What follows belongs to an exercise in optimizing a design on an open flow for small area and a short achievable clock period; a production flow would make more cautious choices.
Only simulation tests tie the RTL to the original design; equivalence was not proved.
Power figures rest on the tool's default switching activity, not on a simulated workload.

==> design.v <==
module fa(input x, y, z, output s, c);
  assign s = x ^ y ^ z;
  assign c = (x & y) | (z & (x | y));
endmodule
module bsel(input a, b, one, two, neg, output pn);
  assign pn = ~(((a & one) | (b & two)) ^ neg);
endmodule
module bsel1(input a, s, neg, output pn);
  assign pn = ~((a & s) ^ neg);
endmodule
module hac(input xn, yn, output sn, cn);
  xnor_m u_s (.a(xn), .b(yn), .y(sn));
  or_m u_c (.a(xn), .b(yn), .y(cn));
endmodule
module xnor_m(input a, b, output y);
  assign y = ~(a ^ b);
endmodule
module or_m(input a, b, output y);
  assign y = a | b;
endmodule
module g_inv(input a, output y);
  assign y = ~a;
endmodule
module g_nand2(input a, b, output y);
  assign y = ~(a & b);
endmodule
module g_nor2(input a, b, output y);
  assign y = ~(a | b);
endmodule
module g_xor2(input a, b, output y);
  assign y = a ^ b;
endmodule
module g_xnor2(input a, b, output y);
  assign y = ~(a ^ b);
endmodule
module g_aoi21(input a, b, c, output y);
  assign y = ~(c | (a & b));
endmodule
module g_oai21(input a, b, c, output y);
  assign y = ~(c & (a | b));
endmodule
module dadda_16_16(mpd_in, mpr_in, op_out, clk);
  input clk;
  input [15:0] mpd_in, mpr_in;
  output [32:0] op_out;
  wire [17:0] ye = {2'b00, mpr_in};
  wire [7:0] e_one, e_two;
  genvar gi, gj;
  generate for (gi = 0; gi < 8; gi = gi + 1) begin : g_enc
    wire ym1 = (gi == 0) ? 1'b0 : ye[2*gi-1];
    assign e_one[gi] = ye[2*gi] ^ ym1;
    assign e_two[gi] = (ye[2*gi+1] & ~ye[2*gi] & ~ym1) | (~ye[2*gi+1] & ye[2*gi] & ym1);
  end endgenerate
  reg [15:0] x;
  reg [7:0] one, two, neg;
  reg [25:0] q0, q1;
  reg [5:0] ql;
  reg qc;
  wire carry_n = w270;
  wire [25:0] r0n, r1n;
  wire [5:0] sln;
  always @(posedge clk) begin
    x <= mpd_in;
    one <= e_one;
    two <= e_two;
    neg <= {mpr_in[15], mpr_in[13], mpr_in[11], mpr_in[9], mpr_in[7], mpr_in[5], mpr_in[3], mpr_in[1]};
    q0 <= r0n;
    q1 <= r1n;
    ql <= sln;
    qc <= carry_n;
  end
  wire [7:0] negn = ~neg;
  wire [16:0] ppn [0:7];
  generate for (gi = 0; gi < 8; gi = gi + 1) begin : g_pp
    for (gj = 0; gj < 17; gj = gj + 1) begin : g_ppj
      if (gj == 0) begin : g_lo
        bsel1 u_sel (.a(x[0]), .s(one[gi]), .neg(neg[gi]), .pn(ppn[gi][gj]));
      end else if (gj == 16) begin : g_hi
        bsel1 u_sel (.a(x[15]), .s(two[gi]), .neg(neg[gi]), .pn(ppn[gi][gj]));
      end else begin : g_mid
        bsel u_sel (.a(x[gj]), .b(x[gj-1]), .one(one[gi]), .two(two[gi]), .neg(neg[gi]), .pn(ppn[gi][gj]));
      end
    end
  end endgenerate
  wire [15:0] r8n;
  generate for (gj = 0; gj < 16; gj = gj + 1) begin : g_r8
    g_nand2 u_r8 (.a(x[gj]), .b(neg[7]), .y(r8n[gj]));
  end endgenerate
  wire ci1;
  wire ci2;
  wire ci3;
  wire ci4;
  wire ci5;
  wire ci6;
  wire w7;
  wire w8;
  wire w9;
  wire w10;
  wire w11;
  wire w12;
  wire w13;
  wire w14;
  wire w15;
  wire w16;
  wire w17;
  wire w18;
  wire w19;
  wire w20;
  wire w21;
  wire w22;
  wire w23;
  wire w24;
  wire w25;
  wire w26;
  wire w27;
  wire w28;
  wire w29;
  wire w30;
  wire w31;
  wire w32;
  wire w33;
  wire w34;
  wire w35;
  wire w36;
  wire w37;
  wire w38;
  wire w39;
  wire w40;
  wire w41;
  wire w42;
  wire w43;
  wire w44;
  wire w45;
  wire w46;
  wire w47;
  wire w48;
  wire w49;
  wire w50;
  wire w51;
  wire w52;
  wire w53;
  wire w54;
  wire w55;
  wire w56;
  wire w57;
  wire w58;
  wire w59;
  wire w60;
  wire w61;
  wire w62;
  wire w63;
  wire w64;
  wire w65;
  wire w66;
  wire w67;
  wire w68;
  wire w69;
  wire w70;
  wire w71;
  wire w72;
  wire w73;
  wire w74;
  wire w75;
  wire w76;
  wire w77;
  wire w78;
  wire w79;
  wire w80;
  wire w81;
  wire w82;
  wire w83;
  wire w84;
  wire w85;
  wire w86;
  wire w87;
  wire w88;
  wire w89;
  wire w90;
  wire w91;
  wire w92;
  wire w93;
  wire w94;
  wire w95;
  wire w96;
  wire w97;
  wire w98;
  wire w99;
  wire w100;
  wire w101;
  wire w102;
  wire w103;
  wire w104;
  wire w105;
  wire w106;
  wire w107;
  wire w108;
  wire w109;
  wire w110;
  wire w111;
  wire w112;
  wire w113;
  wire w114;
  wire w115;
  wire w116;
  wire w117;
  wire w118;
  wire w119;
  wire w120;
  wire w121;
  wire w122;
  wire w123;
  wire w124;
  wire w125;
  wire w126;
  wire w127;
  wire w128;
  wire w129;
  wire w130;
  wire w131;
  wire w132;
  wire w133;
  wire w134;
  wire w135;
  wire w136;
  wire w137;
  wire w138;
  wire w139;
  wire w140;
  wire w141;
  wire w142;
  wire w143;
  wire w144;
  wire w145;
  wire w146;
  wire w147;
  wire w148;
  wire w149;
  wire w150;
  wire w151;
  wire w152;
  wire w153;
  wire w154;
  wire w155;
  wire w156;
  wire w157;
  wire w158;
  wire w159;
  wire w160;
  wire w161;
  wire w162;
  wire w163;
  wire w164;
  wire w165;
  wire w166;
  wire w167;
  wire w168;
  wire w169;
  wire w170;
  wire w171;
  wire w172;
  wire w173;
  wire w174;
  wire w175;
  wire w176;
  wire w177;
  wire w178;
  wire w179;
  wire w180;
  wire w181;
  wire w182;
  wire w183;
  wire w184;
  wire w185;
  wire w186;
  wire w187;
  wire w188;
  wire w189;
  wire w190;
  wire w191;
  wire w192;
  wire w193;
  wire w194;
  wire w195;
  wire w196;
  wire w197;
  wire w198;
  wire w199;
  wire w200;
  wire w201;
  wire w202;
  wire w203;
  wire w204;
  wire w205;
  wire w206;
  wire w207;
  wire w208;
  wire w209;
  wire w210;
  wire w211;
  wire w212;
  wire w213;
  wire w214;
  wire w215;
  wire w216;
  wire w217;
  wire w218;
  wire w219;
  wire w220;
  wire w221;
  wire w222;
  wire w223;
  wire w224;
  wire w225;
  wire w226;
  wire w227;
  wire w228;
  wire w229;
  wire w230;
  wire w231;
  wire w232;
  wire w233;
  wire w234;
  wire w235;
  wire w236;
  wire w237;
  wire w238;
  wire w239;
  wire w240;
  wire w241;
  wire w242;
  wire w243;
  wire w244;
  wire w245;
  wire w246;
  wire w247;
  wire w248;
  wire w249;
  wire w250;
  wire w251;
  wire w252;
  wire w253;
  wire w254;
  wire w255;
  wire w256;
  wire w257;
  wire w258;
  wire w259;
  wire w260;
  wire w261;
  wire w262;
  wire w263;
  wire w264;
  wire w265;
  wire w266;
  wire w267;
  wire w268;
  wire w269;
  wire w270;
  assign ci1 = ~r8n[4];
  assign ci2 = ~r8n[6];
  assign ci3 = ~r8n[8];
  assign ci4 = ~r8n[10];
  assign ci5 = ~r8n[12];
  assign ci6 = ~r8n[14];
  hac u_w7 (.xn(negn[5]), .yn(ppn[0][10]), .sn(w7), .cn(w8));
  hac u_w9 (.xn(ppn[0][11]), .yn(ppn[1][9]), .sn(w9), .cn(w10));
  fa u_w11 (.x(negn[6]), .y(ppn[0][12]), .z(ppn[1][10]), .s(w11), .c(w12));
  hac u_w13 (.xn(ppn[2][8]), .yn(ppn[3][6]), .sn(w13), .cn(w14));
  fa u_w15 (.x(ppn[0][13]), .y(ppn[1][11]), .z(ppn[2][9]), .s(w15), .c(w16));
  hac u_w17 (.xn(ppn[3][7]), .yn(ppn[4][5]), .sn(w17), .cn(w18));
  fa u_w19 (.x(negn[7]), .y(ppn[0][14]), .z(ppn[1][12]), .s(w19), .c(w20));
  fa u_w21 (.x(ppn[2][10]), .y(ppn[3][8]), .z(ppn[4][6]), .s(w21), .c(w22));
  hac u_w23 (.xn(ppn[5][4]), .yn(ppn[6][2]), .sn(w23), .cn(w24));
  fa u_w25 (.x(ppn[0][15]), .y(ppn[1][13]), .z(ppn[2][11]), .s(w25), .c(w26));
  fa u_w27 (.x(ppn[3][9]), .y(ppn[4][7]), .z(ppn[5][5]), .s(w27), .c(w28));
  hac u_w29 (.xn(ppn[6][3]), .yn(ppn[7][1]), .sn(w29), .cn(w30));
  fa u_w31 (.x(r8n[0]), .y(ppn[0][16]), .z(ppn[1][14]), .s(w31), .c(w32));
  fa u_w33 (.x(ppn[2][12]), .y(ppn[3][10]), .z(ppn[4][8]), .s(w33), .c(w34));
  fa u_w35 (.x(ppn[5][6]), .y(ppn[6][4]), .z(ppn[7][2]), .s(w35), .c(w36));
  fa u_w37 (.x(r8n[1]), .y(negn[0]), .z(ppn[1][15]), .s(w37), .c(w38));
  fa u_w39 (.x(ppn[2][13]), .y(ppn[3][11]), .z(ppn[4][9]), .s(w39), .c(w40));
  fa u_w41 (.x(ppn[5][7]), .y(ppn[6][5]), .z(ppn[7][3]), .s(w41), .c(w42));
  fa u_w43 (.x(r8n[2]), .y(negn[0]), .z(ppn[1][16]), .s(w43), .c(w44));
  fa u_w45 (.x(ppn[2][14]), .y(ppn[3][12]), .z(ppn[4][10]), .s(w45), .c(w46));
  fa u_w47 (.x(ppn[5][8]), .y(ppn[6][6]), .z(ppn[7][4]), .s(w47), .c(w48));
  fa u_w49 (.x(r8n[3]), .y(neg[0]), .z(neg[1]), .s(w49), .c(w50));
  fa u_w51 (.x(ppn[2][15]), .y(ppn[3][13]), .z(ppn[4][11]), .s(w51), .c(w52));
  fa u_w53 (.x(ppn[5][9]), .y(ppn[6][7]), .z(ppn[7][5]), .s(w53), .c(w54));
  fa u_w55 (.x(ci1), .y(ppn[2][16]), .z(ppn[3][14]), .s(w55), .c(w56));
  fa u_w57 (.x(ppn[4][12]), .y(ppn[5][10]), .z(ppn[6][8]), .s(w57), .c(w58));
  fa u_w59 (.x(r8n[5]), .y(r8n[4]), .z(neg[2]), .s(w59), .c(w60));
  fa u_w61 (.x(ppn[3][15]), .y(ppn[4][13]), .z(ppn[5][11]), .s(w61), .c(w62));
  fa u_w63 (.x(ci2), .y(ppn[3][16]), .z(ppn[4][14]), .s(w63), .c(w64));
  fa u_w65 (.x(r8n[7]), .y(r8n[6]), .z(neg[3]), .s(w65), .c(w66));
  hac u_w67 (.xn(negn[3]), .yn(ppn[0][6]), .sn(w67), .cn(w68));
  hac u_w69 (.xn(ppn[0][7]), .yn(ppn[1][5]), .sn(w69), .cn(w70));
  fa u_w71 (.x(negn[4]), .y(ppn[0][8]), .z(ppn[1][6]), .s(w71), .c(w72));
  hac u_w73 (.xn(ppn[2][4]), .yn(ppn[3][2]), .sn(w73), .cn(w74));
  fa u_w75 (.x(ppn[0][9]), .y(ppn[1][7]), .z(ppn[2][5]), .s(w75), .c(w76));
  hac u_w77 (.xn(ppn[3][3]), .yn(ppn[4][1]), .sn(w77), .cn(w78));
  fa u_w79 (.x(ppn[1][8]), .y(ppn[2][6]), .z(ppn[3][4]), .s(w79), .c(w80));
  fa u_w81 (.x(ppn[4][2]), .y(ppn[5][0]), .z(w7), .s(w81), .c(w82));
  fa u_w83 (.x(ppn[2][7]), .y(ppn[3][5]), .z(ppn[4][3]), .s(w83), .c(w84));
  fa u_w85 (.x(ppn[5][1]), .y(w8), .z(w9), .s(w85), .c(w86));
  fa u_w87 (.x(ppn[4][4]), .y(ppn[5][2]), .z(ppn[6][0]), .s(w87), .c(w88));
  fa u_w89 (.x(w10), .y(w13), .z(w11), .s(w89), .c(w90));
  fa u_w91 (.x(ppn[5][3]), .y(ppn[6][1]), .z(w14), .s(w91), .c(w92));
  fa u_w93 (.x(w17), .y(w12), .z(w15), .s(w93), .c(w94));
  fa u_w95 (.x(ppn[7][0]), .y(w18), .z(w23), .s(w95), .c(w96));
  fa u_w97 (.x(w16), .y(w19), .z(w21), .s(w97), .c(w98));
  fa u_w99 (.x(w24), .y(w29), .z(w20), .s(w99), .c(w100));
  fa u_w101 (.x(w22), .y(w25), .z(w27), .s(w101), .c(w102));
  fa u_w103 (.x(w30), .y(w26), .z(w28), .s(w103), .c(w104));
  fa u_w105 (.x(w31), .y(w33), .z(w35), .s(w105), .c(w106));
  fa u_w107 (.x(w32), .y(w34), .z(w36), .s(w107), .c(w108));
  fa u_w109 (.x(w37), .y(w39), .z(w41), .s(w109), .c(w110));
  fa u_w111 (.x(w38), .y(w40), .z(w42), .s(w111), .c(w112));
  fa u_w113 (.x(w43), .y(w45), .z(w47), .s(w113), .c(w114));
  fa u_w115 (.x(w44), .y(w46), .z(w48), .s(w115), .c(w116));
  fa u_w117 (.x(w49), .y(w51), .z(w53), .s(w117), .c(w118));
  fa u_w119 (.x(ppn[7][6]), .y(w50), .z(w52), .s(w119), .c(w120));
  fa u_w121 (.x(w54), .y(w55), .z(w57), .s(w121), .c(w122));
  fa u_w123 (.x(ppn[6][9]), .y(ppn[7][7]), .z(w56), .s(w123), .c(w124));
  fa u_w125 (.x(w58), .y(w59), .z(w61), .s(w125), .c(w126));
  fa u_w127 (.x(ppn[5][12]), .y(ppn[6][10]), .z(ppn[7][8]), .s(w127), .c(w128));
  fa u_w129 (.x(w60), .y(w62), .z(w63), .s(w129), .c(w130));
  fa u_w131 (.x(ppn[4][15]), .y(ppn[5][13]), .z(ppn[6][11]), .s(w131), .c(w132));
  fa u_w133 (.x(ppn[7][9]), .y(w64), .z(w65), .s(w133), .c(w134));
  fa u_w135 (.x(ci3), .y(ppn[4][16]), .z(ppn[5][14]), .s(w135), .c(w136));
  fa u_w137 (.x(ppn[6][12]), .y(ppn[7][10]), .z(w66), .s(w137), .c(w138));
  fa u_w139 (.x(r8n[9]), .y(r8n[8]), .z(neg[4]), .s(w139), .c(w140));
  fa u_w141 (.x(ppn[5][15]), .y(ppn[6][13]), .z(ppn[7][11]), .s(w141), .c(w142));
  fa u_w143 (.x(ci4), .y(ppn[5][16]), .z(ppn[6][14]), .s(w143), .c(w144));
  fa u_w145 (.x(r8n[11]), .y(r8n[10]), .z(neg[5]), .s(w145), .c(w146));
  hac u_w147 (.xn(negn[2]), .yn(ppn[0][4]), .sn(w147), .cn(w148));
  hac u_w149 (.xn(ppn[0][5]), .yn(ppn[1][3]), .sn(w149), .cn(w150));
  fa u_w151 (.x(ppn[1][4]), .y(ppn[2][2]), .z(ppn[3][0]), .s(w151), .c(w152));
  fa u_w153 (.x(ppn[2][3]), .y(ppn[3][1]), .z(w68), .s(w153), .c(w154));
  fa u_w155 (.x(ppn[4][0]), .y(w70), .z(w73), .s(w155), .c(w156));
  fa u_w157 (.x(w74), .y(w77), .z(w72), .s(w157), .c(w158));
  fa u_w159 (.x(w78), .y(w76), .z(w79), .s(w159), .c(w160));
  fa u_w161 (.x(w80), .y(w83), .z(w82), .s(w161), .c(w162));
  fa u_w163 (.x(w84), .y(w87), .z(w86), .s(w163), .c(w164));
  fa u_w165 (.x(w88), .y(w91), .z(w90), .s(w165), .c(w166));
  fa u_w167 (.x(w92), .y(w95), .z(w94), .s(w167), .c(w168));
  fa u_w169 (.x(w96), .y(w98), .z(w99), .s(w169), .c(w170));
  fa u_w171 (.x(w100), .y(w102), .z(w103), .s(w171), .c(w172));
  fa u_w173 (.x(w104), .y(w106), .z(w107), .s(w173), .c(w174));
  fa u_w175 (.x(w108), .y(w110), .z(w111), .s(w175), .c(w176));
  fa u_w177 (.x(w112), .y(w114), .z(w115), .s(w177), .c(w178));
  fa u_w179 (.x(w116), .y(w118), .z(w119), .s(w179), .c(w180));
  fa u_w181 (.x(w120), .y(w122), .z(w123), .s(w181), .c(w182));
  fa u_w183 (.x(w127), .y(w124), .z(w126), .s(w183), .c(w184));
  fa u_w185 (.x(w128), .y(w131), .z(w130), .s(w185), .c(w186));
  fa u_w187 (.x(w132), .y(w135), .z(w137), .s(w187), .c(w188));
  fa u_w189 (.x(w136), .y(w139), .z(w141), .s(w189), .c(w190));
  fa u_w191 (.x(ppn[7][12]), .y(w140), .z(w142), .s(w191), .c(w192));
  fa u_w193 (.x(ppn[6][15]), .y(ppn[7][13]), .z(w144), .s(w193), .c(w194));
  fa u_w195 (.x(ci5), .y(ppn[6][16]), .z(ppn[7][14]), .s(w195), .c(w196));
  fa u_w197 (.x(r8n[13]), .y(r8n[12]), .z(neg[6]), .s(w197), .c(w198));
  hac u_w199 (.xn(negn[1]), .yn(ppn[0][2]), .sn(w199), .cn(w200));
  hac u_w201 (.xn(ppn[0][3]), .yn(ppn[1][1]), .sn(w201), .cn(w202));
  fa u_w203 (.x(ppn[1][2]), .y(ppn[2][0]), .z(w147), .s(w203), .c(w204));
  fa u_w205 (.x(ppn[2][1]), .y(w148), .z(w149), .s(w205), .c(w206));
  fa u_w207 (.x(w150), .y(w67), .z(w151), .s(w207), .c(w208));
  fa u_w209 (.x(w69), .y(w152), .z(w153), .s(w209), .c(w210));
  fa u_w211 (.x(w71), .y(w154), .z(w155), .s(w211), .c(w212));
  fa u_w213 (.x(w75), .y(w156), .z(w157), .s(w213), .c(w214));
  fa u_w215 (.x(w81), .y(w158), .z(w159), .s(w215), .c(w216));
  fa u_w217 (.x(w85), .y(w160), .z(w161), .s(w217), .c(w218));
  fa u_w219 (.x(w89), .y(w162), .z(w163), .s(w219), .c(w220));
  fa u_w221 (.x(w93), .y(w164), .z(w165), .s(w221), .c(w222));
  fa u_w223 (.x(w97), .y(w166), .z(w167), .s(w223), .c(w224));
  fa u_w225 (.x(w101), .y(w168), .z(w169), .s(w225), .c(w226));
  fa u_w227 (.x(w105), .y(w170), .z(w171), .s(w227), .c(w228));
  fa u_w229 (.x(w109), .y(w172), .z(w173), .s(w229), .c(w230));
  fa u_w231 (.x(w113), .y(w174), .z(w175), .s(w231), .c(w232));
  fa u_w233 (.x(w117), .y(w176), .z(w177), .s(w233), .c(w234));
  fa u_w235 (.x(w121), .y(w178), .z(w179), .s(w235), .c(w236));
  fa u_w237 (.x(w125), .y(w180), .z(w181), .s(w237), .c(w238));
  fa u_w239 (.x(w129), .y(w182), .z(w183), .s(w239), .c(w240));
  fa u_w241 (.x(w133), .y(w184), .z(w185), .s(w241), .c(w242));
  fa u_w243 (.x(w134), .y(w186), .z(w187), .s(w243), .c(w244));
  fa u_w245 (.x(w138), .y(w189), .z(w188), .s(w245), .c(w246));
  fa u_w247 (.x(w143), .y(w190), .z(w191), .s(w247), .c(w248));
  fa u_w249 (.x(w145), .y(w192), .z(w193), .s(w249), .c(w250));
  fa u_w251 (.x(w146), .y(w195), .z(w194), .s(w251), .c(w252));
  fa u_w253 (.x(ppn[7][15]), .y(w196), .z(w197), .s(w253), .c(w254));
  fa u_w255 (.x(ci6), .y(ppn[7][16]), .z(w198), .s(w255), .c(w256));
  fa u_w257 (.x(r8n[15]), .y(r8n[14]), .z(neg[7]), .s(w257), .c(w258));
  hac u_w259 (.xn(negn[0]), .yn(ppn[0][0]), .sn(w259), .cn(w260));
  hac u_w261 (.xn(ppn[0][1]), .yn(w260), .sn(w261), .cn(w262));
  fa u_w263 (.x(w199), .y(ppn[1][0]), .z(w262), .s(w263), .c(w264));
  fa u_w265 (.x(w200), .y(w201), .z(w264), .s(w265), .c(w266));
  fa u_w267 (.x(w202), .y(w203), .z(w266), .s(w267), .c(w268));
  fa u_w269 (.x(w204), .y(w205), .z(w268), .s(w269), .c(w270));
  assign r0n[0] = w206;
  assign r1n[0] = w207;
  assign r0n[1] = w208;
  assign r1n[1] = w209;
  assign r0n[2] = w210;
  assign r1n[2] = w211;
  assign r0n[3] = w212;
  assign r1n[3] = w213;
  assign r0n[4] = w214;
  assign r1n[4] = w215;
  assign r0n[5] = w216;
  assign r1n[5] = w217;
  assign r0n[6] = w218;
  assign r1n[6] = w219;
  assign r0n[7] = w220;
  assign r1n[7] = w221;
  assign r0n[8] = w222;
  assign r1n[8] = w223;
  assign r0n[9] = w224;
  assign r1n[9] = w225;
  assign r0n[10] = w226;
  assign r1n[10] = w227;
  assign r0n[11] = w228;
  assign r1n[11] = w229;
  assign r0n[12] = w230;
  assign r1n[12] = w231;
  assign r0n[13] = w232;
  assign r1n[13] = w233;
  assign r0n[14] = w234;
  assign r1n[14] = w235;
  assign r0n[15] = w236;
  assign r1n[15] = w237;
  assign r0n[16] = w238;
  assign r1n[16] = w239;
  assign r0n[17] = w240;
  assign r1n[17] = w241;
  assign r0n[18] = w242;
  assign r1n[18] = w243;
  assign r0n[19] = w244;
  assign r1n[19] = w245;
  assign r0n[20] = w246;
  assign r1n[20] = w247;
  assign r0n[21] = w248;
  assign r1n[21] = w249;
  assign r0n[22] = w250;
  assign r1n[22] = w251;
  assign r0n[23] = w252;
  assign r1n[23] = w253;
  assign r0n[24] = w254;
  assign r1n[24] = w255;
  assign r0n[25] = w256;
  assign r1n[25] = w257;
  assign sln[0] = w259;
  assign sln[1] = w261;
  assign sln[2] = w263;
  assign sln[3] = w265;
  assign sln[4] = w267;
  assign sln[5] = w269;
  wire a1;
  wire a2;
  wire a3;
  wire a4;
  wire a5;
  wire a6;
  wire a7;
  wire a8;
  wire a9;
  wire a10;
  wire a11;
  wire a12;
  wire a13;
  wire a14;
  wire a15;
  wire a16;
  wire a17;
  wire a18;
  wire a19;
  wire a20;
  wire a21;
  wire a22;
  wire a23;
  wire a24;
  wire a25;
  wire a26;
  wire a27;
  wire a28;
  wire a29;
  wire a30;
  wire a31;
  wire a32;
  wire a33;
  wire a34;
  wire a35;
  wire a36;
  wire a37;
  wire a38;
  wire a39;
  wire a40;
  wire a41;
  wire a42;
  wire a43;
  wire a44;
  wire a45;
  wire a46;
  wire a47;
  wire a48;
  wire a49;
  wire a50;
  wire a51;
  wire a52;
  wire a53;
  wire a54;
  wire a55;
  wire a56;
  wire a57;
  wire a58;
  wire a59;
  wire a60;
  wire a61;
  wire a62;
  wire a63;
  wire a64;
  wire a65;
  wire a66;
  wire a67;
  wire a68;
  wire a69;
  wire a70;
  wire a71;
  wire a72;
  wire a73;
  wire a74;
  wire a75;
  wire a76;
  wire a77;
  wire a78;
  wire a79;
  wire a80;
  wire a81;
  wire a82;
  wire a83;
  wire a84;
  wire a85;
  wire a86;
  wire a87;
  wire a88;
  wire a89;
  wire a90;
  wire a91;
  wire a92;
  wire a93;
  wire a94;
  wire a95;
  wire a96;
  wire a97;
  wire a98;
  wire a99;
  wire a100;
  wire a101;
  wire a102;
  wire a103;
  wire a104;
  wire a105;
  wire a106;
  wire a107;
  wire a108;
  wire a109;
  wire a110;
  wire a111;
  wire a112;
  wire a113;
  wire a114;
  wire a115;
  wire a116;
  wire a117;
  wire a118;
  wire a119;
  wire a120;
  wire a121;
  wire a122;
  wire a123;
  wire a124;
  wire a125;
  wire a126;
  wire a127;
  wire a128;
  wire a129;
  wire a130;
  wire a131;
  wire a132;
  wire a133;
  wire a134;
  wire a135;
  wire a136;
  wire a137;
  wire a138;
  wire a139;
  wire a140;
  wire a141;
  wire a142;
  wire a143;
  wire a144;
  wire a145;
  wire a146;
  wire a147;
  wire a148;
  wire a149;
  wire a150;
  wire a151;
  wire a152;
  wire a153;
  wire a154;
  wire a155;
  wire a156;
  wire a157;
  wire a158;
  wire a159;
  wire a160;
  wire a161;
  wire a162;
  wire a163;
  wire a164;
  wire a165;
  wire a166;
  wire a167;
  wire a168;
  wire a169;
  wire a170;
  wire a171;
  wire a172;
  wire a173;
  wire a174;
  wire a175;
  wire a176;
  wire a177;
  wire a178;
  wire a179;
  wire a180;
  wire a181;
  wire a182;
  wire a183;
  wire a184;
  wire a185;
  wire a186;
  wire a187;
  wire a188;
  wire a189;
  wire a190;
  wire a191;
  wire a192;
  wire a193;
  wire a194;
  wire a195;
  wire a196;
  wire a197;
  wire a198;
  wire a199;
  wire a200;
  wire a201;
  wire a202;
  wire a203;
  wire a204;
  wire a205;
  wire a206;
  wire a207;
  wire a208;
  wire a209;
  wire a210;
  wire a211;
  wire a212;
  wire a213;
  wire a214;
  wire a215;
  wire a216;
  wire a217;
  wire a218;
  wire a219;
  wire a220;
  wire a221;
  wire a222;
  wire a223;
  wire a224;
  wire a225;
  g_nor2 u_a1 (.a(q0[0]), .b(q1[0]), .y(a1));
  g_xor2 u_a2 (.a(q0[0]), .b(q1[0]), .y(a2));
  g_nand2 u_a3 (.a(q0[0]), .b(q1[0]), .y(a3));
  g_nor2 u_a4 (.a(q0[1]), .b(q1[1]), .y(a4));
  g_xor2 u_a5 (.a(q0[1]), .b(q1[1]), .y(a5));
  g_nand2 u_a6 (.a(q0[1]), .b(q1[1]), .y(a6));
  g_nor2 u_a7 (.a(q0[2]), .b(q1[2]), .y(a7));
  g_xor2 u_a8 (.a(q0[2]), .b(q1[2]), .y(a8));
  g_nand2 u_a9 (.a(q0[2]), .b(q1[2]), .y(a9));
  g_nor2 u_a10 (.a(q0[3]), .b(q1[3]), .y(a10));
  g_xor2 u_a11 (.a(q0[3]), .b(q1[3]), .y(a11));
  g_nand2 u_a12 (.a(q0[3]), .b(q1[3]), .y(a12));
  g_nor2 u_a13 (.a(q0[4]), .b(q1[4]), .y(a13));
  g_xor2 u_a14 (.a(q0[4]), .b(q1[4]), .y(a14));
  g_nand2 u_a15 (.a(q0[4]), .b(q1[4]), .y(a15));
  g_nor2 u_a16 (.a(q0[5]), .b(q1[5]), .y(a16));
  g_xor2 u_a17 (.a(q0[5]), .b(q1[5]), .y(a17));
  g_nand2 u_a18 (.a(q0[5]), .b(q1[5]), .y(a18));
  g_nor2 u_a19 (.a(q0[6]), .b(q1[6]), .y(a19));
  g_xor2 u_a20 (.a(q0[6]), .b(q1[6]), .y(a20));
  g_nand2 u_a21 (.a(q0[6]), .b(q1[6]), .y(a21));
  g_nor2 u_a22 (.a(q0[7]), .b(q1[7]), .y(a22));
  g_xor2 u_a23 (.a(q0[7]), .b(q1[7]), .y(a23));
  g_nand2 u_a24 (.a(q0[7]), .b(q1[7]), .y(a24));
  g_nor2 u_a25 (.a(q0[8]), .b(q1[8]), .y(a25));
  g_xor2 u_a26 (.a(q0[8]), .b(q1[8]), .y(a26));
  g_nand2 u_a27 (.a(q0[8]), .b(q1[8]), .y(a27));
  g_nor2 u_a28 (.a(q0[9]), .b(q1[9]), .y(a28));
  g_xor2 u_a29 (.a(q0[9]), .b(q1[9]), .y(a29));
  g_nand2 u_a30 (.a(q0[9]), .b(q1[9]), .y(a30));
  g_nor2 u_a31 (.a(q0[10]), .b(q1[10]), .y(a31));
  g_xor2 u_a32 (.a(q0[10]), .b(q1[10]), .y(a32));
  g_nand2 u_a33 (.a(q0[10]), .b(q1[10]), .y(a33));
  g_nor2 u_a34 (.a(q0[11]), .b(q1[11]), .y(a34));
  g_xor2 u_a35 (.a(q0[11]), .b(q1[11]), .y(a35));
  g_nand2 u_a36 (.a(q0[11]), .b(q1[11]), .y(a36));
  g_nor2 u_a37 (.a(q0[12]), .b(q1[12]), .y(a37));
  g_xor2 u_a38 (.a(q0[12]), .b(q1[12]), .y(a38));
  g_nand2 u_a39 (.a(q0[12]), .b(q1[12]), .y(a39));
  g_nor2 u_a40 (.a(q0[13]), .b(q1[13]), .y(a40));
  g_xor2 u_a41 (.a(q0[13]), .b(q1[13]), .y(a41));
  g_nand2 u_a42 (.a(q0[13]), .b(q1[13]), .y(a42));
  g_nor2 u_a43 (.a(q0[14]), .b(q1[14]), .y(a43));
  g_xor2 u_a44 (.a(q0[14]), .b(q1[14]), .y(a44));
  g_nand2 u_a45 (.a(q0[14]), .b(q1[14]), .y(a45));
  g_nor2 u_a46 (.a(q0[15]), .b(q1[15]), .y(a46));
  g_xor2 u_a47 (.a(q0[15]), .b(q1[15]), .y(a47));
  g_nand2 u_a48 (.a(q0[15]), .b(q1[15]), .y(a48));
  g_nor2 u_a49 (.a(q0[16]), .b(q1[16]), .y(a49));
  g_xor2 u_a50 (.a(q0[16]), .b(q1[16]), .y(a50));
  g_nand2 u_a51 (.a(q0[16]), .b(q1[16]), .y(a51));
  g_nor2 u_a52 (.a(q0[17]), .b(q1[17]), .y(a52));
  g_xor2 u_a53 (.a(q0[17]), .b(q1[17]), .y(a53));
  g_nand2 u_a54 (.a(q0[17]), .b(q1[17]), .y(a54));
  g_nor2 u_a55 (.a(q0[18]), .b(q1[18]), .y(a55));
  g_xor2 u_a56 (.a(q0[18]), .b(q1[18]), .y(a56));
  g_nand2 u_a57 (.a(q0[18]), .b(q1[18]), .y(a57));
  g_nor2 u_a58 (.a(q0[19]), .b(q1[19]), .y(a58));
  g_xor2 u_a59 (.a(q0[19]), .b(q1[19]), .y(a59));
  g_nand2 u_a60 (.a(q0[19]), .b(q1[19]), .y(a60));
  g_nor2 u_a61 (.a(q0[20]), .b(q1[20]), .y(a61));
  g_xor2 u_a62 (.a(q0[20]), .b(q1[20]), .y(a62));
  g_nand2 u_a63 (.a(q0[20]), .b(q1[20]), .y(a63));
  g_nor2 u_a64 (.a(q0[21]), .b(q1[21]), .y(a64));
  g_xor2 u_a65 (.a(q0[21]), .b(q1[21]), .y(a65));
  g_nand2 u_a66 (.a(q0[21]), .b(q1[21]), .y(a66));
  g_nor2 u_a67 (.a(q0[22]), .b(q1[22]), .y(a67));
  g_xor2 u_a68 (.a(q0[22]), .b(q1[22]), .y(a68));
  g_nand2 u_a69 (.a(q0[22]), .b(q1[22]), .y(a69));
  g_nor2 u_a70 (.a(q0[23]), .b(q1[23]), .y(a70));
  g_xor2 u_a71 (.a(q0[23]), .b(q1[23]), .y(a71));
  g_nand2 u_a72 (.a(q0[23]), .b(q1[23]), .y(a72));
  g_nor2 u_a73 (.a(q0[24]), .b(q1[24]), .y(a73));
  g_xor2 u_a74 (.a(q0[24]), .b(q1[24]), .y(a74));
  g_nand2 u_a75 (.a(q0[24]), .b(q1[24]), .y(a75));
  g_nor2 u_a76 (.a(q0[25]), .b(q1[25]), .y(a76));
  g_xor2 u_a77 (.a(q0[25]), .b(q1[25]), .y(a77));
  g_nand2 u_a78 (.a(q0[25]), .b(q1[25]), .y(a78));
  g_inv u_a79 (.a(qc), .y(a79));
  g_aoi21 u_a80 (.a(a3), .b(a79), .c(a1), .y(a80));
  g_aoi21 u_a81 (.a(a9), .b(a4), .c(a7), .y(a81));
  g_nand2 u_a82 (.a(a9), .b(a6), .y(a82));
  g_aoi21 u_a83 (.a(a15), .b(a10), .c(a13), .y(a83));
  g_nand2 u_a84 (.a(a15), .b(a12), .y(a84));
  g_aoi21 u_a85 (.a(a21), .b(a16), .c(a19), .y(a85));
  g_nand2 u_a86 (.a(a21), .b(a18), .y(a86));
  g_aoi21 u_a87 (.a(a27), .b(a22), .c(a25), .y(a87));
  g_nand2 u_a88 (.a(a27), .b(a24), .y(a88));
  g_aoi21 u_a89 (.a(a33), .b(a28), .c(a31), .y(a89));
  g_nand2 u_a90 (.a(a33), .b(a30), .y(a90));
  g_aoi21 u_a91 (.a(a39), .b(a34), .c(a37), .y(a91));
  g_nand2 u_a92 (.a(a39), .b(a36), .y(a92));
  g_aoi21 u_a93 (.a(a45), .b(a40), .c(a43), .y(a93));
  g_nand2 u_a94 (.a(a45), .b(a42), .y(a94));
  g_aoi21 u_a95 (.a(a51), .b(a46), .c(a49), .y(a95));
  g_nand2 u_a96 (.a(a51), .b(a48), .y(a96));
  g_aoi21 u_a97 (.a(a57), .b(a52), .c(a55), .y(a97));
  g_nand2 u_a98 (.a(a57), .b(a54), .y(a98));
  g_aoi21 u_a99 (.a(a63), .b(a58), .c(a61), .y(a99));
  g_nand2 u_a100 (.a(a63), .b(a60), .y(a100));
  g_aoi21 u_a101 (.a(a69), .b(a64), .c(a67), .y(a101));
  g_nand2 u_a102 (.a(a69), .b(a66), .y(a102));
  g_aoi21 u_a103 (.a(a75), .b(a70), .c(a73), .y(a103));
  g_nand2 u_a104 (.a(a75), .b(a72), .y(a104));
  g_inv u_a105 (.a(a80), .y(a105));
  g_aoi21 u_a106 (.a(a6), .b(a105), .c(a4), .y(a106));
  g_oai21 u_a107 (.a(a82), .b(a80), .c(a81), .y(a107));
  g_inv u_a108 (.a(a83), .y(a108));
  g_aoi21 u_a109 (.a(a18), .b(a108), .c(a16), .y(a109));
  g_inv u_a110 (.a(a84), .y(a110));
  g_nand2 u_a111 (.a(a18), .b(a110), .y(a111));
  g_oai21 u_a112 (.a(a86), .b(a83), .c(a85), .y(a112));
  g_nor2 u_a113 (.a(a86), .b(a84), .y(a113));
  g_inv u_a114 (.a(a87), .y(a114));
  g_aoi21 u_a115 (.a(a30), .b(a114), .c(a28), .y(a115));
  g_inv u_a116 (.a(a88), .y(a116));
  g_nand2 u_a117 (.a(a30), .b(a116), .y(a117));
  g_oai21 u_a118 (.a(a90), .b(a87), .c(a89), .y(a118));
  g_nor2 u_a119 (.a(a90), .b(a88), .y(a119));
  g_inv u_a120 (.a(a91), .y(a120));
  g_aoi21 u_a121 (.a(a42), .b(a120), .c(a40), .y(a121));
  g_inv u_a122 (.a(a92), .y(a122));
  g_nand2 u_a123 (.a(a42), .b(a122), .y(a123));
  g_oai21 u_a124 (.a(a94), .b(a91), .c(a93), .y(a124));
  g_nor2 u_a125 (.a(a94), .b(a92), .y(a125));
  g_inv u_a126 (.a(a95), .y(a126));
  g_aoi21 u_a127 (.a(a54), .b(a126), .c(a52), .y(a127));
  g_inv u_a128 (.a(a96), .y(a128));
  g_nand2 u_a129 (.a(a54), .b(a128), .y(a129));
  g_oai21 u_a130 (.a(a98), .b(a95), .c(a97), .y(a130));
  g_nor2 u_a131 (.a(a98), .b(a96), .y(a131));
  g_inv u_a132 (.a(a99), .y(a132));
  g_aoi21 u_a133 (.a(a66), .b(a132), .c(a64), .y(a133));
  g_inv u_a134 (.a(a100), .y(a134));
  g_nand2 u_a135 (.a(a66), .b(a134), .y(a135));
  g_oai21 u_a136 (.a(a102), .b(a99), .c(a101), .y(a136));
  g_nor2 u_a137 (.a(a102), .b(a100), .y(a137));
  g_inv u_a138 (.a(a103), .y(a138));
  g_aoi21 u_a139 (.a(a78), .b(a138), .c(a76), .y(a139));
  g_inv u_a140 (.a(a104), .y(a140));
  g_nand2 u_a141 (.a(a78), .b(a140), .y(a141));
  g_aoi21 u_a142 (.a(a12), .b(a107), .c(a10), .y(a142));
  g_inv u_a143 (.a(a107), .y(a143));
  g_oai21 u_a144 (.a(a84), .b(a143), .c(a83), .y(a144));
  g_oai21 u_a145 (.a(a111), .b(a143), .c(a109), .y(a145));
  g_aoi21 u_a146 (.a(a113), .b(a107), .c(a112), .y(a146));
  g_aoi21 u_a147 (.a(a36), .b(a118), .c(a34), .y(a147));
  g_nand2 u_a148 (.a(a36), .b(a119), .y(a148));
  g_inv u_a149 (.a(a118), .y(a149));
  g_oai21 u_a150 (.a(a92), .b(a149), .c(a91), .y(a150));
  g_nand2 u_a151 (.a(a122), .b(a119), .y(a151));
  g_oai21 u_a152 (.a(a123), .b(a149), .c(a121), .y(a152));
  g_inv u_a153 (.a(a123), .y(a153));
  g_nand2 u_a154 (.a(a153), .b(a119), .y(a154));
  g_aoi21 u_a155 (.a(a125), .b(a118), .c(a124), .y(a155));
  g_nand2 u_a156 (.a(a125), .b(a119), .y(a156));
  g_aoi21 u_a157 (.a(a60), .b(a130), .c(a58), .y(a157));
  g_nand2 u_a158 (.a(a60), .b(a131), .y(a158));
  g_inv u_a159 (.a(a130), .y(a159));
  g_oai21 u_a160 (.a(a100), .b(a159), .c(a99), .y(a160));
  g_nand2 u_a161 (.a(a134), .b(a131), .y(a161));
  g_oai21 u_a162 (.a(a135), .b(a159), .c(a133), .y(a162));
  g_inv u_a163 (.a(a135), .y(a163));
  g_nand2 u_a164 (.a(a163), .b(a131), .y(a164));
  g_aoi21 u_a165 (.a(a137), .b(a130), .c(a136), .y(a165));
  g_nand2 u_a166 (.a(a137), .b(a131), .y(a166));
  g_inv u_a167 (.a(a146), .y(a167));
  g_aoi21 u_a168 (.a(a24), .b(a167), .c(a22), .y(a168));
  g_oai21 u_a169 (.a(a88), .b(a146), .c(a87), .y(a169));
  g_oai21 u_a170 (.a(a117), .b(a146), .c(a115), .y(a170));
  g_aoi21 u_a171 (.a(a119), .b(a167), .c(a118), .y(a171));
  g_oai21 u_a172 (.a(a148), .b(a146), .c(a147), .y(a172));
  g_inv u_a173 (.a(a150), .y(a173));
  g_oai21 u_a174 (.a(a151), .b(a146), .c(a173), .y(a174));
  g_inv u_a175 (.a(a152), .y(a175));
  g_oai21 u_a176 (.a(a154), .b(a146), .c(a175), .y(a176));
  g_oai21 u_a177 (.a(a156), .b(a146), .c(a155), .y(a177));
  g_inv u_a178 (.a(a165), .y(a178));
  g_aoi21 u_a179 (.a(a72), .b(a178), .c(a70), .y(a179));
  g_inv u_a180 (.a(a166), .y(a180));
  g_nand2 u_a181 (.a(a72), .b(a180), .y(a181));
  g_oai21 u_a182 (.a(a104), .b(a165), .c(a103), .y(a182));
  g_nor2 u_a183 (.a(a104), .b(a166), .y(a183));
  g_oai21 u_a184 (.a(a141), .b(a165), .c(a139), .y(a184));
  g_nor2 u_a185 (.a(a141), .b(a166), .y(a185));
  g_aoi21 u_a186 (.a(a48), .b(a177), .c(a46), .y(a186));
  g_inv u_a187 (.a(a177), .y(a187));
  g_oai21 u_a188 (.a(a96), .b(a187), .c(a95), .y(a188));
  g_oai21 u_a189 (.a(a129), .b(a187), .c(a127), .y(a189));
  g_aoi21 u_a190 (.a(a131), .b(a177), .c(a130), .y(a190));
  g_oai21 u_a191 (.a(a158), .b(a187), .c(a157), .y(a191));
  g_inv u_a192 (.a(a161), .y(a192));
  g_aoi21 u_a193 (.a(a192), .b(a177), .c(a160), .y(a193));
  g_inv u_a194 (.a(a164), .y(a194));
  g_aoi21 u_a195 (.a(a194), .b(a177), .c(a162), .y(a195));
  g_oai21 u_a196 (.a(a166), .b(a187), .c(a165), .y(a196));
  g_oai21 u_a197 (.a(a181), .b(a187), .c(a179), .y(a197));
  g_aoi21 u_a198 (.a(a183), .b(a177), .c(a182), .y(a198));
  g_aoi21 u_a199 (.a(a185), .b(a177), .c(a184), .y(a199));
  g_xnor2 u_a200 (.a(a2), .b(qc), .y(a200));
  g_xnor2 u_a201 (.a(a5), .b(a80), .y(a201));
  g_xnor2 u_a202 (.a(a8), .b(a106), .y(a202));
  g_xor2 u_a203 (.a(a11), .b(a107), .y(a203));
  g_xnor2 u_a204 (.a(a14), .b(a142), .y(a204));
  g_xor2 u_a205 (.a(a17), .b(a144), .y(a205));
  g_xor2 u_a206 (.a(a20), .b(a145), .y(a206));
  g_xnor2 u_a207 (.a(a23), .b(a146), .y(a207));
  g_xnor2 u_a208 (.a(a26), .b(a168), .y(a208));
  g_xor2 u_a209 (.a(a29), .b(a169), .y(a209));
  g_xor2 u_a210 (.a(a32), .b(a170), .y(a210));
  g_xnor2 u_a211 (.a(a35), .b(a171), .y(a211));
  g_xor2 u_a212 (.a(a38), .b(a172), .y(a212));
  g_xor2 u_a213 (.a(a41), .b(a174), .y(a213));
  g_xor2 u_a214 (.a(a44), .b(a176), .y(a214));
  g_xor2 u_a215 (.a(a47), .b(a177), .y(a215));
  g_xnor2 u_a216 (.a(a50), .b(a186), .y(a216));
  g_xor2 u_a217 (.a(a53), .b(a188), .y(a217));
  g_xor2 u_a218 (.a(a56), .b(a189), .y(a218));
  g_xnor2 u_a219 (.a(a59), .b(a190), .y(a219));
  g_xor2 u_a220 (.a(a62), .b(a191), .y(a220));
  g_xnor2 u_a221 (.a(a65), .b(a193), .y(a221));
  g_xnor2 u_a222 (.a(a68), .b(a195), .y(a222));
  g_xor2 u_a223 (.a(a71), .b(a196), .y(a223));
  g_xor2 u_a224 (.a(a74), .b(a197), .y(a224));
  g_xnor2 u_a225 (.a(a77), .b(a198), .y(a225));
  wire [25:0] hi;
  assign hi[0] = a200;
  assign hi[1] = a201;
  assign hi[2] = a202;
  assign hi[3] = a203;
  assign hi[4] = a204;
  assign hi[5] = a205;
  assign hi[6] = a206;
  assign hi[7] = a207;
  assign hi[8] = a208;
  assign hi[9] = a209;
  assign hi[10] = a210;
  assign hi[11] = a211;
  assign hi[12] = a212;
  assign hi[13] = a213;
  assign hi[14] = a214;
  assign hi[15] = a215;
  assign hi[16] = a216;
  assign hi[17] = a217;
  assign hi[18] = a218;
  assign hi[19] = a219;
  assign hi[20] = a220;
  assign hi[21] = a221;
  assign hi[22] = a222;
  assign hi[23] = a223;
  assign hi[24] = a224;
  assign hi[25] = a225;
  assign op_out = {1'b0, hi, ~ql};
endmodule
==> flow/run.sh <==
#!/bin/bash
# Standard layout (the standard.sh) with two changes:
#  - after synthesis, flow/post_synth.tcl takes logic cells down to their
#    smallest drive strength (timing repair later sizes up what it needs);
#  - the port buffers are buf_1 cells (sized up by repair where needed).
set -euo pipefail
here=$(pwd)
bash standard.sh POST_SYNTH_TCL=$here/flow/post_synth.tcl \
  "BUFFER_PORTS_ARGS=-buffer_cell sky130_fd_sc_hd__buf_1" finish > $here/standard_flow.log 2>&1
==> flow/post_synth.tcl <==
# After synthesis: take every logic cell down to the smallest drive strength
# of its own kind and drop the buffers synthesis inserted; timing repair in the
# later steps sizes up what the critical paths need.
set n_resized 0
foreach inst [get_cells *] {
  set master [get_property $inst ref_name]
  if {![regexp {^(sky130_fd_sc_hd__[a-z0-9]+)_([0-9]+)$} $master -> base size]} { continue }
  if {[regexp {__(df|dl|sdf|edf|conb|tap|fill|decap|clk)} $base]} { continue }
  set best ""
  set best_area 1e9
  foreach s {0 1 2 4} {
    set lc [get_lib_cells -quiet */${base}_$s]
    if {$lc eq ""} { continue }
    if {[get_property $lc dont_use]} { continue }
    set a [get_property $lc area]
    if {$a < $best_area} { set best_area $a; set best [get_name $lc] }
  }
  if {$best ne "" && $best ne $master} {
    replace_cell $inst $best
    incr n_resized
  }
}
puts "post_synth: resized $n_resized cells"
remove_buffers
==> standard.sh <==
#!/bin/bash
# synth_recipe.tcl (not shown) runs the flow's synth.tcl, then flattens the netlist and writes it again
# the make line also repeats each setting of config.mk as NAME=value (left out here)
make -C /OpenROAD-flow-scripts/flow DESIGN_CONFIG=/design/flow/config.mk WORK_HOME=/design/flow/orfs CLKGATE_MAP_FILE= SYNTH_SCRIPT=/design/flow/synth_recipe.tcl "${@:-finish}"
==> config.mk <==
export PLATFORM = sky130hd
export DESIGN_NAME = dadda_16_16
export DESIGN_NICKNAME = dadda_16_16
export VERILOG_FILES = /design/flow/design.v
export SDC_FILE = /design/flow/constraint.sdc
export NUM_CORES = 4
export LEC_CHECK = 0
export CAP_MARGIN = 20
export CORE_MARGIN = 2
export CORE_UTILIZATION = 55
export CTS_BUF_LIST = sky130_fd_sc_hd__clkbuf_4 sky130_fd_sc_hd__clkbuf_8
export SETUP_SLACK_MARGIN = 3.8
export SLEW_MARGIN = 20
export SYNTH_HIERARCHICAL = 1
==> constraint.sdc <==
create_clock -name core_clock -period 7.0 [get_ports {clk}]
set_input_delay 1.4000 -clock core_clock [delete_from_list [all_inputs] [get_ports {clk}]]
set_output_delay 1.4000 -clock core_clock [all_outputs]
set_load 0.01 [all_outputs]
==> flow_summary_export.csv <==
group,metric,value,unit
critical_path,regToRegSetupSlack,3910,ps
sta,finalHoldViolations,0,
critical_path,r2r_cells,6,
route,ant_nets,0,
synthesis,yosysWarnings,7,
critical_path,worstPathArrival,2130,ps
clock_tree,cts_root_buf,"clkbuf_8",
finish,syn2layout_area_growth,16.6,%
route,drt_pass1_iterations,6,
route,drc,0,
grt,grt.overflow.total,0,
finish,final_nets,1061,
clock_tree,ctsHoldBuffers,0,
clock_tree,cts_tree,"done",
synthesis,synth_area_per_cell,10.2,um^2
grt,grt_pass1_wl,33800,um
finish,antennaDiodeCount,0,
grt,grt_pass1_vias,6651,
floorplan,die_h,126,um
clock_tree,clk_latency,390,ps
outcome,outcome,"finished clean",
grt,antenna_found_initial,0,
route,avgRoutedWirePerCell,18.7,um
route,num_vias,6303,
critical_path,start_kind,"register",
run,drv_cap,0,
hold_path,min_from,"one[0]",
hold_path,holdPathEnd,"ql[0]",
sta,drv_slew,0,
critical_path,endpoint_kind,"output pin",
grt,grt_max_degree,36,
route,drtIter0Drc,398,
route,post_drt_via_cell_ratio,5.72,
clock_tree,clockBufferDepth,2,
sta,max_freq,283,MHz
power_and_ir_drop,power.density,448,nW/um^2
power_and_ir_drop,leakagePower,0.00381,uW
hold_path,min_path_type,"reg2reg",
sta,finalCritPeriodShare,50.5,%
placed_design,hpwl,14100,um
critical_path,crit_fanout,5,
sta,fin_crit,3530,ps
critical_path,crit_type,"reg2out",
sta,finClkSkew,13.2,ps
grt,track_usage,27.0,%
route,wl,20600,um
critical_path,reg2reg_to,"q1[11]",
sta,rsz0062_at_grt,"true",
clock_tree,htreeDepth,3,
floorplan,io_pins,66,
critical_path,cp-startpoint,"q1[0]",
clock_tree,cts_sinks,99,
floorplan,initial_core_util,56.3,%
floorplan,die_area,15900,um^2
clock_tree,cts_buffers,9,
placed_design,port_buffers,64,
sta,setup_viol,0,
clock_tree,path_clk_slew,110,ps
floorplan,die_width,126,um
placed_design,gp_congestion,0.863,
synthesis,syn_inst,801,
hold_path,whs_path_depth,3,
power_and_ir_drop,peakVddDrop,256,uV
critical_path,cp.required,5600,ps
finish,drive_gt1_share,18.8,%
critical_path,r2r_start,"one[6]",
synthesis,syn_nets,950,
sta,tns,0,ps
sta,holdWs,727,ps
floorplan,coreArea,14500,um^2
floorplan,rows,44,
synthesis,netlist_area,8180,um^2
-- state kept, by name (all words and copies together), names as in the netlist --
name and count:
neg 8, q0 26, q1 26, ql 6, one 8, qc 1, x 16, two 8
-- routing by layer --
| layer | wire (um) | global-route usage [%] | up-vias |
|---|---|---|---|
| met2 | 10300 | 45.5 | 218 |
| li1 | - | - | 2908 |
| met1 | 8590 | 35.4 | 3156 |
| met4 | 337 | 9.57 | 0 |
| met5 | 0 | 0 | - |
| met3 | 1320 | 4.33 | 21 |
-- metrics by stage --
stage               instance area (um^2)  setup slack, ps  total power [uW]  utilization, %  std cells
floorplan                           8190             3840              2680               -        801
global placement                    8720             3390              3300            60.0       1058
detailed placement                  8720             3240              3370            60.0       1058
CTS                                 9260             3510              4120            63.7       1083
global route                        9530             3380              4680            65.6       1101
finish                              9530             3470              4270            65.6       1101
-- where the power goes --
| part | internal, uW | switching, uW |
|---|---|---|
| Sequential | 793 | 226 |
| Clock | 149 | 219 |
| Combinational | 1320 | 1560 |
-- critical path, stage by stage (launching register included) --
cell and delay, ps:
dfxtp_4 370, nor2_4 130, a21oi_4 50, o21ai_4 200
a21oi_4 110, o21ai_4 330, inv_4 100, o21ai_2 140
xor2_1 160, buf_2 150
-- layout by cell type (no fill, tap or decap), types with 10 or more instances in the layout --
cell,instances
o21ai_2,14
nor2_1,21
dfxtp_4,13
xnor2_1,28
xor2_1,183
o21ai_0,13
buf_1,41
dfxtp_1,53
buf_4,29
or2_0,16
dfxtp_2,33
a21oi_2,10
a21oi_1,17
nand2_1,77
fa_1,115
clkbuf_8,10
inv_1,43
a22oi_1,120
buf_2,21
-- how the worst max path moves through the flow --
stage | endpoint | cells after the start
after global placement | op_out[23] | 9
after detailed placement | op_out[30] | 9
after global routing | op_out[29] | 9
after CTS | op_out[27] | 9
after floorplan | ql[5] | 8
final | op_out[23] | 9
-- repair_timing --
action | 4_1_cts | 5_1_grt
gates resized for setup | 125 | 42
endpoints found under the setup margin | 46 | 37
setup buffers | 9 | 18
pin swaps | 24 | 12
-- area by class of cell --
cell class	count	area (um^2)
Clock buffer	10	138
Clock inverter	6	65.1
Fill cell	1178	5000
Inverter	45	174
Multi-Input combinational cell	657	6270
Sequential cell	99	2070
Tap cell	184	230
Timing Repair Buffer	100	587

[afterwards: timing with drivers on the ports]
In the flow no input, the clock included, has a driving cell. The finished layout below was timed again as built, in two steps. Step 1 assumes that a clkbuf_16 drives the clock port and a buf_2 every other input. Step 2, shift: input delay + t, output delay - t, t = (earliest + latest rising clock arrival at the registers) / 2. This alone moves slack from input paths to output paths. Three values: no drivers, after step 1, after step 2; two values: the first two.
t (ns): 0.422
slack for setup (ns): 3.467 / 3.428 / 3.851
worst data-port slew with drivers (ns): 0.04
After both steps this run still meets setup and hold. For this run, drivers alone change the setup slack by -0.039 ns; drivers and shift together by +0.384 ns.
